From an optimization exercise on the open Yosys and OpenROAD flow, aimed at small area; shortcuts taken in it are not production practice. Function not checked in this run: the RTL went through the layout flow alone. No activity file was given, so power comes from the tool's default toggle rates.

`design.v`:
```
module fa (
    input  a,
    input  b,
    input  c,
    output s,
    output co
);
    assign s  = a ^ b ^ c;
    assign co = (a & b) | (a & c) | (b & c);
endmodule
module IDPManager(
    input clk,
    input rst_n,
    output MEM_REQ,
    output [31:0] MEM_ADDR,
    output [3:0] MEM_CMD,
    input  [31:0] MEM_DIN,
    input  MEM_VLD,
    input  MEM_FIN,
    input  MEM_IDP_SEL,
    input  pxMem_WR_RDY,
    output pxMem_WR_VLD,
    input  pxMem_GRANT,
    output pxMem_WR_REQ,
    output [19:0] pxMem_Addr,
    output [3:0] pxMem_burst,
    output [15:0] pxMem_out,
    output [19:0] track_din,
    output track_write,
    input  IDP_START,
    output IDP_STATUS,
    input  [31:0] CFG_READ_START_ADDR,
    input  [8:0] CFG_WIDTH,
    input  [8:0] CFG_HEIGHT,
    input  [9:0] CFG_NUM_FMAP
);
    localparam S_IDLE      = 5'd0;
    localparam S_LOAD_CFG  = 5'd1;
    localparam S_SM_GNT    = 5'd2;
    localparam S_SM_CMD    = 5'd3;
    localparam S_SM_WAIT   = 5'd4;
    localparam S_SM_WRT    = 5'd5;
    localparam S_HAM       = 5'd6;    
    localparam S_PX_GNT    = 5'd9;
    localparam S_PX_CMD    = 5'd10;
    localparam S_PX_WAIT   = 5'd11;
    localparam S_PX_WRT    = 5'd12;
    localparam S_MOVE      = 5'd13;
    localparam S_DEC       = 5'd14;
    localparam S_CPY_GNT   = 5'd15;
    localparam S_CPY_CMD   = 5'd16;
    localparam S_BURST     = 5'd17;
    localparam S_CALC_COL  = 5'd18;
    localparam S_CHK_ROW   = 5'd19;
    localparam S_SET_ROW   = 5'd20;
    localparam S_CHK_NEXT  = 5'd21;
    localparam S_FINISH    = 5'd22;
    reg [4:0] state, next_state;
    function [31:0] f_inc;             
        input [31:0] a;
        input        ci;
        integer j;
        reg c;
        begin
            c = ci;
            for (j = 0; j < 32; j = j + 1) begin
                f_inc[j] = a[j] ^ c;
                c = a[j] & c;
            end
        end
    endfunction
    function [31:0] f_dec;             
        input [31:0] a;
        input        bi;
        integer j;
        reg b;
        begin
            b = bi;
            for (j = 0; j < 32; j = j + 1) begin
                f_dec[j] = a[j] ^ b;
                b = ~a[j] & b;
            end
        end
    endfunction
    reg [31:0] ext_addr;
    reg [19:0] pxm_addr;
    reg [9:0]  cur_idx;     
    reg [4:0]  cur_col;     
    reg [8:0]  cur_row;     
    reg [15:0] cur_SM;
    reg [3:0]  cnt;
    reg [15:0] BUFFER [0:15];
    reg [2:0]  tail;        
    reg [4:0]  bcnt;
    reg [15:0] hoh;         
    reg [15:0] bout;
    integer k;
    always @(*) begin
        bout = 16'd0;
        for (k = 0; k < 16; k = k + 1) bout = bout | (BUFFER[k] & {16{hoh[k]}});
    end
    wire bempty = (bcnt == 5'd0);
    wire bfull  = (bcnt[4] == 1'b1);      
    wire st_burst = (state == S_BURST);
    wire bwrite = (state == S_PX_WRT) & ~bfull;
    wire bread  = ((st_burst & cur_SM[15]) | (state == S_CHK_NEXT)) & ~bempty;
    wire [2:0] tail_inc;
    wire [3:0] bcnt_up;
    wire [4:0] bcnt_dn;
    assign tail_inc = f_inc(tail, 1'b1);
    assign bcnt_up = f_inc(bcnt[4:1], 1'b1);
    assign bcnt_dn = f_dec(bcnt, 1'b1);
    always @(posedge clk) begin
        if (bwrite) begin
            BUFFER[{tail, 1'b0}] <= MEM_DIN[31:16];
            BUFFER[{tail, 1'b1}] <= MEM_DIN[15:0];
        end
    end
    always @(posedge clk, negedge rst_n) begin
        if (~rst_n) begin
            hoh <= 16'd1;
            tail <= 3'd0;
            bcnt <= 5'd0;
        end else begin
            if (bwrite) begin
                tail <= tail_inc;
                bcnt <= {bcnt_up, bcnt[0]};
            end else if (bread) begin
                hoh <= {hoh[14:0], hoh[15]};
                bcnt <= bcnt_dn;
            end
        end
    end
    wire [2:0] half;
    wire [4:0] ps1, pc1;
    genvar gi;
    generate
        for (gi = 0; gi < 5; gi = gi + 1) begin : g_pop
            fa u_p (.a(cur_SM[3*gi]), .b(cur_SM[3*gi+1]), .c(cur_SM[3*gi+2]), .s(ps1[gi]), .co(pc1[gi]));
        end
    endgenerate
    wire pa0, pa1, pb0, pb1, pd0, pd1, pe0, pe1, pf0, pf1, pk0, pk1;
    fa u_pa (.a(ps1[0]), .b(ps1[1]), .c(ps1[2]), .s(pa0), .co(pa1));
    fa u_pb (.a(ps1[3]), .b(ps1[4]), .c(cur_SM[15]), .s(pb0), .co(pb1));
    wire pw1c = pa0 & pb0;
    fa u_pd (.a(pc1[0]), .b(pc1[1]), .c(pc1[2]), .s(pd0), .co(pd1));
    fa u_pe (.a(pc1[3]), .b(pc1[4]), .c(pa1), .s(pe0), .co(pe1));
    fa u_pf (.a(pb1), .b(pw1c), .c(pd0), .s(pf0), .co(pf1));
    wire pg1 = pe0 & pf0;
    fa u_pk (.a(pd1), .b(pe1), .c(pf1), .s(pk0), .co(pk1));
    assign half[0] = pe0 ^ pf0;
    assign half[1] = pk0 ^ pg1;
    assign half[2] = pk1 ^ (pk0 & pg1);
    assign IDP_STATUS   = (state != S_IDLE);
    assign MEM_REQ      = (state == S_SM_GNT) | (state == S_SM_CMD) | (state == S_PX_GNT) |
                          (state == S_PX_CMD) | (state == S_PX_WAIT);
    assign MEM_CMD      = {1'b0, ((state == S_PX_GNT) | (state == S_PX_CMD)) ? half : 3'd0};
    assign MEM_ADDR     = ext_addr;
    assign pxMem_WR_REQ = (state == S_CPY_GNT) | (state == S_CPY_CMD) | st_burst;
    assign pxMem_WR_VLD = st_burst;
    assign pxMem_Addr   = pxm_addr;
    assign pxMem_burst  = 4'd15;
    assign pxMem_out    = cur_SM[15] ? bout : 16'd0;
    assign track_write  = (state == S_SET_ROW);
    wire [5:0]  nseg;
    assign nseg = f_inc({1'b0, CFG_WIDTH[8:4]}, CFG_WIDTH[3:0] != 4'd0);
    wire [15:0] npx = ~pxm_addr[19:4];
    wire [9:0]  pp0 = CFG_NUM_FMAP & {10{nseg[0]}};
    wire [9:0]  pp1 = CFG_NUM_FMAP & {10{nseg[1]}};
    wire [9:0]  pp2 = CFG_NUM_FMAP & {10{nseg[2]}};
    wire [9:0]  pp3 = CFG_NUM_FMAP & {10{nseg[3]}};
    wire [10:0] pp4 = ({1'b0, CFG_NUM_FMAP} & {11{nseg[4]}}) | ({CFG_NUM_FMAP, 1'b0} & {11{nseg[5]}});
    wire [15:0] tsum;
    wire tk_1 = npx[3] ^ pp0[3];
    wire tk_2 = npx[3] & pp0[3];
    wire tk_3, tk_4;
    fa u_tk_3 (.a(npx[4]), .b(pp0[4]), .c(pp1[3]), .s(tk_3), .co(tk_4));
    wire tk_5 = pp2[2] ^ pp3[1];
    wire tk_6 = pp2[2] & pp3[1];
    wire tk_7, tk_8;
    fa u_tk_7 (.a(npx[5]), .b(pp0[5]), .c(pp1[4]), .s(tk_7), .co(tk_8));
    wire tk_9, tk_10;
    fa u_tk_9 (.a(pp2[3]), .b(pp3[2]), .c(pp4[1]), .s(tk_9), .co(tk_10));
    wire tk_11, tk_12;
    fa u_tk_11 (.a(npx[6]), .b(pp0[6]), .c(pp1[5]), .s(tk_11), .co(tk_12));
    wire tk_13, tk_14;
    fa u_tk_13 (.a(pp2[4]), .b(pp3[3]), .c(pp4[2]), .s(tk_13), .co(tk_14));
    wire tk_15, tk_16;
    fa u_tk_15 (.a(npx[7]), .b(pp0[7]), .c(pp1[6]), .s(tk_15), .co(tk_16));
    wire tk_17, tk_18;
    fa u_tk_17 (.a(pp2[5]), .b(pp3[4]), .c(pp4[3]), .s(tk_17), .co(tk_18));
    wire tk_19, tk_20;
    fa u_tk_19 (.a(npx[8]), .b(pp0[8]), .c(pp1[7]), .s(tk_19), .co(tk_20));
    wire tk_21, tk_22;
    fa u_tk_21 (.a(pp2[6]), .b(pp3[5]), .c(pp4[4]), .s(tk_21), .co(tk_22));
    wire tk_23, tk_24;
    fa u_tk_23 (.a(npx[9]), .b(pp0[9]), .c(pp1[8]), .s(tk_23), .co(tk_24));
    wire tk_25, tk_26;
    fa u_tk_25 (.a(pp2[7]), .b(pp3[6]), .c(pp4[5]), .s(tk_25), .co(tk_26));
    wire tk_27, tk_28;
    fa u_tk_27 (.a(npx[10]), .b(pp1[9]), .c(pp2[8]), .s(tk_27), .co(tk_28));
    wire tk_29 = pp3[7] ^ pp4[6];
    wire tk_30 = pp3[7] & pp4[6];
    wire tk_31, tk_32;
    fa u_tk_31 (.a(npx[11]), .b(pp2[9]), .c(pp3[8]), .s(tk_31), .co(tk_32));
    wire tk_33 = npx[2] ^ pp0[2];
    wire tk_34 = npx[2] & pp0[2];
    wire tk_35, tk_36;
    fa u_tk_35 (.a(pp1[2]), .b(pp2[1]), .c(pp3[0]), .s(tk_35), .co(tk_36));
    wire tk_37, tk_38;
    fa u_tk_37 (.a(pp4[0]), .b(tk_3), .c(tk_5), .s(tk_37), .co(tk_38));
    wire tk_39, tk_40;
    fa u_tk_39 (.a(tk_7), .b(tk_9), .c(tk_4), .s(tk_39), .co(tk_40));
    wire tk_41, tk_42;
    fa u_tk_41 (.a(tk_11), .b(tk_13), .c(tk_8), .s(tk_41), .co(tk_42));
    wire tk_43, tk_44;
    fa u_tk_43 (.a(tk_15), .b(tk_17), .c(tk_12), .s(tk_43), .co(tk_44));
    wire tk_45, tk_46;
    fa u_tk_45 (.a(tk_19), .b(tk_21), .c(tk_16), .s(tk_45), .co(tk_46));
    wire tk_47, tk_48;
    fa u_tk_47 (.a(tk_23), .b(tk_25), .c(tk_20), .s(tk_47), .co(tk_48));
    wire tk_49, tk_50;
    fa u_tk_49 (.a(tk_27), .b(tk_29), .c(tk_24), .s(tk_49), .co(tk_50));
    wire tk_51, tk_52;
    fa u_tk_51 (.a(pp4[7]), .b(tk_31), .c(tk_28), .s(tk_51), .co(tk_52));
    wire tk_53, tk_54;
    fa u_tk_53 (.a(npx[12]), .b(pp3[9]), .c(pp4[8]), .s(tk_53), .co(tk_54));
    wire tk_55 = npx[1] ^ pp0[1];
    wire tk_56 = npx[1] & pp0[1];
    wire tk_57, tk_58;
    fa u_tk_57 (.a(pp1[1]), .b(pp2[0]), .c(tk_33), .s(tk_57), .co(tk_58));
    wire tk_59, tk_60;
    fa u_tk_59 (.a(tk_1), .b(tk_35), .c(tk_34), .s(tk_59), .co(tk_60));
    wire tk_61, tk_62;
    fa u_tk_61 (.a(tk_2), .b(tk_37), .c(tk_36), .s(tk_61), .co(tk_62));
    wire tk_63, tk_64;
    fa u_tk_63 (.a(tk_6), .b(tk_39), .c(tk_38), .s(tk_63), .co(tk_64));
    wire tk_65, tk_66;
    fa u_tk_65 (.a(tk_10), .b(tk_41), .c(tk_40), .s(tk_65), .co(tk_66));
    wire tk_67, tk_68;
    fa u_tk_67 (.a(tk_14), .b(tk_43), .c(tk_42), .s(tk_67), .co(tk_68));
    wire tk_69, tk_70;
    fa u_tk_69 (.a(tk_18), .b(tk_45), .c(tk_44), .s(tk_69), .co(tk_70));
    wire tk_71, tk_72;
    fa u_tk_71 (.a(tk_22), .b(tk_47), .c(tk_46), .s(tk_71), .co(tk_72));
    wire tk_73, tk_74;
    fa u_tk_73 (.a(tk_26), .b(tk_49), .c(tk_48), .s(tk_73), .co(tk_74));
    wire tk_75, tk_76;
    fa u_tk_75 (.a(tk_30), .b(tk_51), .c(tk_50), .s(tk_75), .co(tk_76));
    wire tk_77, tk_78;
    fa u_tk_77 (.a(tk_32), .b(tk_53), .c(tk_52), .s(tk_77), .co(tk_78));
    wire tk_79, tk_80;
    fa u_tk_79 (.a(npx[13]), .b(pp4[9]), .c(tk_54), .s(tk_79), .co(tk_80));
    wire tk_81 = npx[14] ^ pp4[10];
    wire tk_82 = npx[14] & pp4[10];
    wire tk_83 = npx[0] ^ pp0[0];
    wire tk_84 = npx[0] & pp0[0];
    wire tk_85, tk_86;
    fa u_tk_85 (.a(pp1[0]), .b(tk_55), .c(tk_84), .s(tk_85), .co(tk_86));
    wire tk_87, tk_88;
    fa u_tk_87 (.a(tk_57), .b(tk_56), .c(tk_86), .s(tk_87), .co(tk_88));
    wire tk_89, tk_90;
    fa u_tk_89 (.a(tk_59), .b(tk_58), .c(tk_88), .s(tk_89), .co(tk_90));
    wire tk_91, tk_92;
    fa u_tk_91 (.a(tk_61), .b(tk_60), .c(tk_90), .s(tk_91), .co(tk_92));
    wire tk_93, tk_94;
    fa u_tk_93 (.a(tk_63), .b(tk_62), .c(tk_92), .s(tk_93), .co(tk_94));
    wire tk_95, tk_96;
    fa u_tk_95 (.a(tk_65), .b(tk_64), .c(tk_94), .s(tk_95), .co(tk_96));
    wire tk_97, tk_98;
    fa u_tk_97 (.a(tk_67), .b(tk_66), .c(tk_96), .s(tk_97), .co(tk_98));
    wire tk_99, tk_100;
    fa u_tk_99 (.a(tk_69), .b(tk_68), .c(tk_98), .s(tk_99), .co(tk_100));
    wire tk_101, tk_102;
    fa u_tk_101 (.a(tk_71), .b(tk_70), .c(tk_100), .s(tk_101), .co(tk_102));
    wire tk_103, tk_104;
    fa u_tk_103 (.a(tk_73), .b(tk_72), .c(tk_102), .s(tk_103), .co(tk_104));
    wire tk_105, tk_106;
    fa u_tk_105 (.a(tk_75), .b(tk_74), .c(tk_104), .s(tk_105), .co(tk_106));
    wire tk_107, tk_108;
    fa u_tk_107 (.a(tk_77), .b(tk_76), .c(tk_106), .s(tk_107), .co(tk_108));
    wire tk_109, tk_110;
    fa u_tk_109 (.a(tk_79), .b(tk_78), .c(tk_108), .s(tk_109), .co(tk_110));
    wire tk_111, tk_112;
    fa u_tk_111 (.a(tk_81), .b(tk_80), .c(tk_110), .s(tk_111), .co(tk_112));
    wire tk_113, tk_114;
    fa u_tk_113 (.a(npx[15]), .b(tk_82), .c(tk_112), .s(tk_113), .co(tk_114));
    assign tsum = {tk_113, tk_111, tk_109, tk_107, tk_105, tk_103, tk_101, tk_99, tk_97, tk_95, tk_93, tk_91, tk_89, tk_87, tk_85, tk_83};
    assign track_din = {~tsum, pxm_addr[3:0]};
    wire [4:0] col_inc;
    assign col_inc = f_inc(cur_col, 1'b1);
    wire col_ge;
    reg cge;
    integer gj;
    always @(*) begin
        cge = 1'b1;
        for (gj = 0; gj < 5; gj = gj + 1)
            cge = (cur_col[gj] & ~CFG_WIDTH[4+gj]) | (cge & (cur_col[gj] | ~CFG_WIDTH[4+gj]));
    end
    assign col_ge = cge;
    wire col_wrap = col_ge | ((col_inc == CFG_WIDTH[8:4]) & (CFG_WIDTH[3:0] == 4'd0));
    always @(*) begin
        next_state = state;
        case (state)
            S_IDLE:     if (IDP_START) next_state = S_LOAD_CFG;
            S_LOAD_CFG: next_state = S_SM_GNT;
            S_SM_GNT:   if (MEM_IDP_SEL) next_state = S_SM_CMD;
            S_SM_CMD:   next_state = S_SM_WAIT;
            S_SM_WAIT:  if (MEM_VLD) next_state = S_SM_WRT;
            S_SM_WRT:   if (MEM_FIN) next_state = S_HAM;
            S_HAM:      if (cnt == 4'd15) next_state = S_PX_GNT;
            S_PX_GNT:   if (MEM_IDP_SEL) next_state = S_PX_CMD;
            S_PX_CMD:   next_state = S_PX_WAIT;
            S_PX_WAIT:  if (MEM_VLD) next_state = S_PX_WRT;
            S_PX_WRT:   if (MEM_FIN) next_state = cur_SM[15] ? S_DEC : S_MOVE;
            S_MOVE: begin
                if (cur_SM[15]) next_state = S_DEC;
                else if (cnt == 4'd15) next_state = S_CPY_GNT;
            end
            S_DEC: begin
                if (cnt == 4'd15) next_state = S_CPY_GNT;
                else if (~cur_SM[14]) next_state = S_MOVE;
            end
            S_CPY_GNT:  if (pxMem_GRANT) next_state = S_CPY_CMD;
            S_CPY_CMD:  next_state = S_BURST;
            S_BURST:    if (pxm_addr[3:0] == 4'd15) next_state = S_CALC_COL;
            S_CALC_COL: next_state = S_CHK_ROW;
            S_CHK_ROW:  next_state = (&cur_idx) ? S_SET_ROW : S_CHK_NEXT;
            S_SET_ROW:  next_state = S_CHK_NEXT;
            S_CHK_NEXT: begin
                if (&cur_row) next_state = S_FINISH;
                else if (~bempty) next_state = S_HAM;
                else next_state = S_SM_GNT;
            end
            S_FINISH:   next_state = S_IDLE;
            default:    next_state = 5'bxxxxx;
        endcase
    end
    wire st_smwrt = (state == S_SM_WRT);
    wire st_pxcmd = (state == S_PX_CMD);
    wire [31:0] ext_next;
    assign ext_next[0] = ext_addr[0];
    assign ext_next[1] = ext_addr[1] ^ st_smwrt;
    wire c2 = (st_smwrt & ext_addr[1]) | st_pxcmd;
    wire [2:0] f = half & {3{st_pxcmd}};
    wire [3:0] lo_sum;
    wire ec3, ec4;
    fa u_e2 (.a(ext_addr[2]), .b(f[0]), .c(c2),  .s(lo_sum[0]), .co(ec3));
    fa u_e3 (.a(ext_addr[3]), .b(f[1]), .c(ec3), .s(lo_sum[1]), .co(ec4));
    fa u_e4 (.a(ext_addr[4]), .b(f[2]), .c(ec4), .s(lo_sum[2]), .co(lo_sum[3]));
    assign ext_next[4:2] = lo_sum[2:0];
    assign ext_next[31:5] = f_inc(ext_addr[31:5], lo_sum[3]);
    wire [19:0] pxm_next;
    assign pxm_next = f_inc(pxm_addr, st_burst);
    wire rot = st_burst | (state == S_DEC) | ((state == S_MOVE) & ~cur_SM[15]);
    always @(posedge clk, negedge rst_n) begin
        if (~rst_n) begin
            state    <= S_IDLE;
            ext_addr <= 32'd0;
            pxm_addr <= 20'd0;
        end else begin
            state <= next_state;
            ext_addr <= (state == S_LOAD_CFG) ? CFG_READ_START_ADDR : ext_next;
            pxm_addr <= (state == S_LOAD_CFG) ? 20'd0 : pxm_next;
        end
    end
    wire [9:0] idx_inc;
    wire [8:0] row_inc;
    wire [3:0] cnt_inc;
    assign idx_inc = f_inc(cur_idx, 1'b1);
    assign row_inc = f_inc(cur_row, 1'b1);
    assign cnt_inc = f_inc(cnt, 1'b1);
    always @(posedge clk) begin
        if (state == S_LOAD_CFG) begin
            cur_idx <= ~CFG_NUM_FMAP;
            cur_col <= 5'd0;
            cur_row <= ~CFG_HEIGHT;
        end else if (state == S_CALC_COL) begin
            if (col_wrap) begin
                cur_idx <= idx_inc;
                cur_col <= 5'd0;
            end else
                cur_col <= col_inc;
        end else if (state == S_SET_ROW) begin
            cur_idx <= ~CFG_NUM_FMAP;
            cur_row <= row_inc;
        end
        if (state == S_SM_WRT) cur_SM <= MEM_DIN[31:16];
        else if ((state == S_CHK_NEXT) & ~bempty) cur_SM <= bout;
        else if (rot) cur_SM <= {cur_SM[14:0], cur_SM[15]};
        if ((state == S_SM_WRT) | (state == S_CHK_NEXT)) cnt <= 4'd9;
        else if ((state == S_HAM) | (state == S_DEC) | ((state == S_MOVE) & ~cur_SM[15]))
            cnt <= cnt_inc;
    end
endmodule
```
`flow/run.sh`:
```
#!/bin/bash
# The standard layout (standard synthesis, floorplan, power grid, placement,
# CTS, routing), with two changes: port buffers use the smallest buffer cell,
# and CTS uses small clock buffers without dummy loads.
set -euo pipefail
bash standard.sh \
  "BUFFER_PORTS_ARGS=-buffer_cell sky130_fd_sc_hd__buf_1" \
  "CTS_ARGS=-sink_clustering_enable -repair_clock_nets -buf_list {sky130_fd_sc_hd__clkbuf_4} -sink_clustering_size 10 -sink_clustering_max_diameter 40 -dont_use_dummy_load" \
  finish > flow_make.log 2>&1
```
`standard.sh`:
```
#!/bin/bash
# synth_recipe.tcl (not shown) runs the flow's synth.tcl, then flattens the netlist and writes it again
# the make line also repeats each setting of config.mk as NAME=value (left out here)
make -C /OpenROAD-flow-scripts/flow DESIGN_CONFIG=/design/flow/config.mk WORK_HOME=/design/flow/orfs CLKGATE_MAP_FILE= SYNTH_SCRIPT=/design/flow/synth_recipe.tcl "${@:-finish}"
```
`config.mk`:
```
export PLATFORM = sky130hd
export DESIGN_NAME = IDPManager
export DESIGN_NICKNAME = IDPManager
export VERILOG_FILES = /design/flow/design.v
export SDC_FILE = /design/flow/constraint.sdc
export NUM_CORES = 4
export LEC_CHECK = 0
export CAP_MARGIN = 20
export CORE_MARGIN = 2
export CORE_UTILIZATION = 40
export SLEW_MARGIN = 20
```
`constraint.sdc`:
```
create_clock -name core_clock -period 16.0 [get_ports {clk}]
set_input_delay 3.2000 -clock core_clock [delete_from_list [all_inputs] [get_ports {clk}]]
set_output_delay 3.2000 -clock core_clock [all_outputs]
set_load 0.01 [all_outputs]
```
==> results.json <==
{
  "run_status": "finished clean",
  "drcViolationCount": 0,
  "post_cts_buffers": 0,
  "worst-endpoint-arrival_ps": 11340,
  "route.detailed.wl_per_inst_um": 21.5,
  "ys_warn_count": 1,
  "drtPass1Iterations": 5,
  "fp.coreArea_um2": 44400,
  "floorplan.die_area_um2": 46900,
  "ys.flop_type": "edfxtp_1",
  "viasPerCell": 5.49,
  "place.detailed.hpwl_um": 28500,
  "grt_start_max_net_pins": 77,
  "detailroute.via_count": 11700,
  "p_leak_nw": 7.51,
  "drive_gt1_frac": 0.0797,
  "clock_buffers_created_by_tritoncts": 59,
  "synth.top_cells.by_area": "edfxtp_1, dfrtp_1, fa_1, ha_1, a22o_1",
  "worst-path-max-fanout": 10,
  "top_level_ports": 201,
  "clock.fmax_mhz": 68.8,
  "fp.dieH_um": 217,
  "grt_setup_unrepaired": "false",
  "timing.final.hold_violations": 0,
  "worst_clock_skew_ps": 173,
  "hp-start": "cur_col[1]",
  "die_w_um": 217,
  "cts.clk_slew.worst_paths_ps": 70,
  "cts-root-to-sink-buffers": 3,
  "worstReg2RegStart": "cur_SM[14]",
  "synth.ff_latch_count": 381,
  "fin_tns_setup_ps": 0,
  "synth_enable_flop_cells": 291,
  "grt_antenna_before_repair": 3,
  "synth_cell_type_count": 62,
  "flow.area_growth_from_synthesis_pct": 9.75,
  "netlist.top_cell.by_area": "edfxtp_1",
  "postRouteAntennaNets": 0,
  "yosysMostFrequentCell": "edfxtp_1",
  "setup.worst_path.start": "CFG_WIDTH[3]",
  "gp_congestion": 0.830,
  "postRouteWirelength_um": 46000,
  "yosys-top-cells-count": "edfxtp_1, nand2_1, inv_1",
  "yosys.area.top_type_share": 0.483,
  "pre_cts_ws_ps": 1460,
  "rows": 77,
  "timing_worst_slew_pin_value_ps": 1190,
  "fin_nets": 1795,
  "drv.max_cap_violation_count": 0,
  "cts_root_buf": "clkbuf_4",
  "initial_utilization": 0.407,
  "vias_in_the_first_global_route": 11600,
  "crit_path_end_kind": "output pin",
  "finalSetupViolations": 0,
  "path_class": "in2out",
  "wire_length_of_the_first_global_routing_pass_um": 69600,
  "clock-sinks": 381,
  "cts-resized-gates": 0,
  "worst_slack_ps": 1460,
  "grtUsageTotal": 0.197,
  "synth_cells": 1358,
  "ys_seq_area_frac": 0.605,
  "hold_class": "reg2reg",
  "post_synthesis_area_per_instance_um2": 13.3,
  "slew_viol_final": 0,
  "ctsHtreeMaxLevel": 2,
  "clk_latency_ps": 840,
  "timing.final.crit_period_ps": 14540,
  "startpoint_type_of_the_worst_setup_path": "input pin",
  "synth_area_um2": 18100,
  "port-buffer-count": 194,
  "cts_hold_buffers": 0,
  "cts_tree": "yes",
  "timing.final.crit_share": 0.909,
  "powerDensity_nw_per_um2": 139,
  "initialDrtViolationCount": 1011,
  "async_reset_ff_frac": 0.213,
  "required_time_of_the_critical_path_ps": 12800,
  "worst_vdd_drop_mv": 0.124,
  "gr-total-overflow": 0,
  "slew_headroom": 0.208
}
-- cell type report --
class | instances | area, um2
inverters | 90 | 338
flip-flops and latches | 381 | 10900
multi-input cells | 801 | 6490
well taps | 592 | 741
repair buffers | 212 | 871
fillers | 4075 | 24600
clock buffers | 59 | 443
diodes | 3 | 7.51
-- where the power goes --
| part | switching (mW) | internal [mW] | total (mW) | leakage [nW] |
|---|---|---|---|---|
| Combinational | 0.625 | 0.367 | 0.992 | 3.49 |
| Sequential | 0.0867 | 1.20 | 1.28 | 3.75 |
| Clock | 0.312 | 0.167 | 0.479 | 0.271 |
-- cell families after synthesis --
kind of cell               after synthesis  share of synthesized area
xor gates and xnor gates                17                    0.00823
AOI/OAI and AO/OA                      237                      0.100
and+or+nand+nor                        371                      0.104
DFF                                    381                      0.605
adders and majority gates              150                      0.130
buffers and inverters                  179                     0.0400
muxes                                   21                     0.0128
other                                    2                   0.000415
-- sequential cells by signal, summed over array words and instances (netlist names) --
name / flops
cur_SM: 16
tail: 3
cnt: 4
BUFFER: 256
pxm_addr: 20
cur_row: 9
cur_col: 5
hoh: 16
cur_idx: 10
state: 5
ext_addr: 32
bcnt: 5
-- worst paths after layout --
check,to,slack [ps],cells after the start
setup / recovery,track_din[19],1460,26
hold / removal,cur_col[1],470,2
setup reg to reg,ext_addr[31],6980,39
hold reg to reg,cur_col[1],470,2
max in group asynchronous,hoh[1],12710,2
min in group asynchronous,ext_addr[14],2330,1
-- cells in the final DEF (no fill, tap or decap), types with 4 or more instances in the layout --
cell type and n:
edfxtp_1 291, buf_1 193, nand2_1 161, inv_1 90, ha_1 88, dfrtp_1 78
a22o_1 71, a221oi_1 65, fa_1 62, clkbuf_4 60, nor2_1 49, and2_1 48
a21oi_1 39, o21ai_0 30, nor2b_1 24, and4_1 17, mux2_2 17, buf_4 17
nor3_1 14, xor2_1 10, dfxtp_1 9, nand2b_1 8, xnor2_1 7, nor4_1 5
nand4_1 5, conb_1 5, mux2i_1 4, a22oi_1 4, nand3_1 4, nand3b_1 4
-- worst max-delay path, cell delays in order --
cell and delay (ps):
buf_1 70, or4_4 530, ha_1 200, ha_1 180
ha_1 180, ha_1 480, nand2_1 130, fa_1 500
inv_1 60, fa_1 500, fa_1 450, fa_1 400
fa_1 400, fa_1 390, fa_1 400, fa_1 450
fa_1 460, fa_1 470, fa_1 470, fa_1 420
inv_1 80, fa_1 220, fa_1 210, xor2_1 170
xnor2_1 130, buf_1 170
-- metrics by stage --
| step | power [mW] | utilization | hold slack [ps] | instance area [um2] | std cells |
|---|---|---|---|---|---|
| final | 2.75 | 0.447 | 467 | 19800 | 2138 |
| after global routing | 2.96 | 0.447 | 491 | 19800 | 2137 |
| after floorplan | 1.94 | - | 440 | 18100 | 1361 |
| after CTS | 2.78 | 0.446 | 471 | 19800 | 2135 |
| after detailed placement | 2.30 | 0.437 | 462 | 19400 | 2076 |
| after global placement | 2.27 | 0.436 | 455 | 19400 | 2076 |
-- metal layers --
layer  GRT usage  up-vias  wire length (um)
li1            -     5315                 -
met1       0.265     5890             19800
met2       0.317      450             21600
met3      0.0392       77              3380
met4      0.0710        0              1180
met5           0        -                 0

-- what the ideal ports hide --
No port has a modelled driver above. Below, the same layout with a new extraction and two added sets of constraints. Step 1: set_driving_cell puts a clkbuf_16 on clk and a buf_2 on each other input, an assumption about the parent block. Step 2 moves the port delays by t, midway between the first and last clock arrival at a register: inputs arrive t later, outputs are due t later. That takes back most of the time a late clock gives input paths. Three values: ideal, step 1, step 2; two values: the first two.
shift t [ns]: 0.817
slack for setup (ns): 1.462 / 1.441 / 1.441
hold WS [ns]: 0.467 / 0.467 / 0.467
After both steps this run still meets setup and hold. The setup slack of this run moves by -0.021 ns with the drivers and by -0.021 ns with both steps.
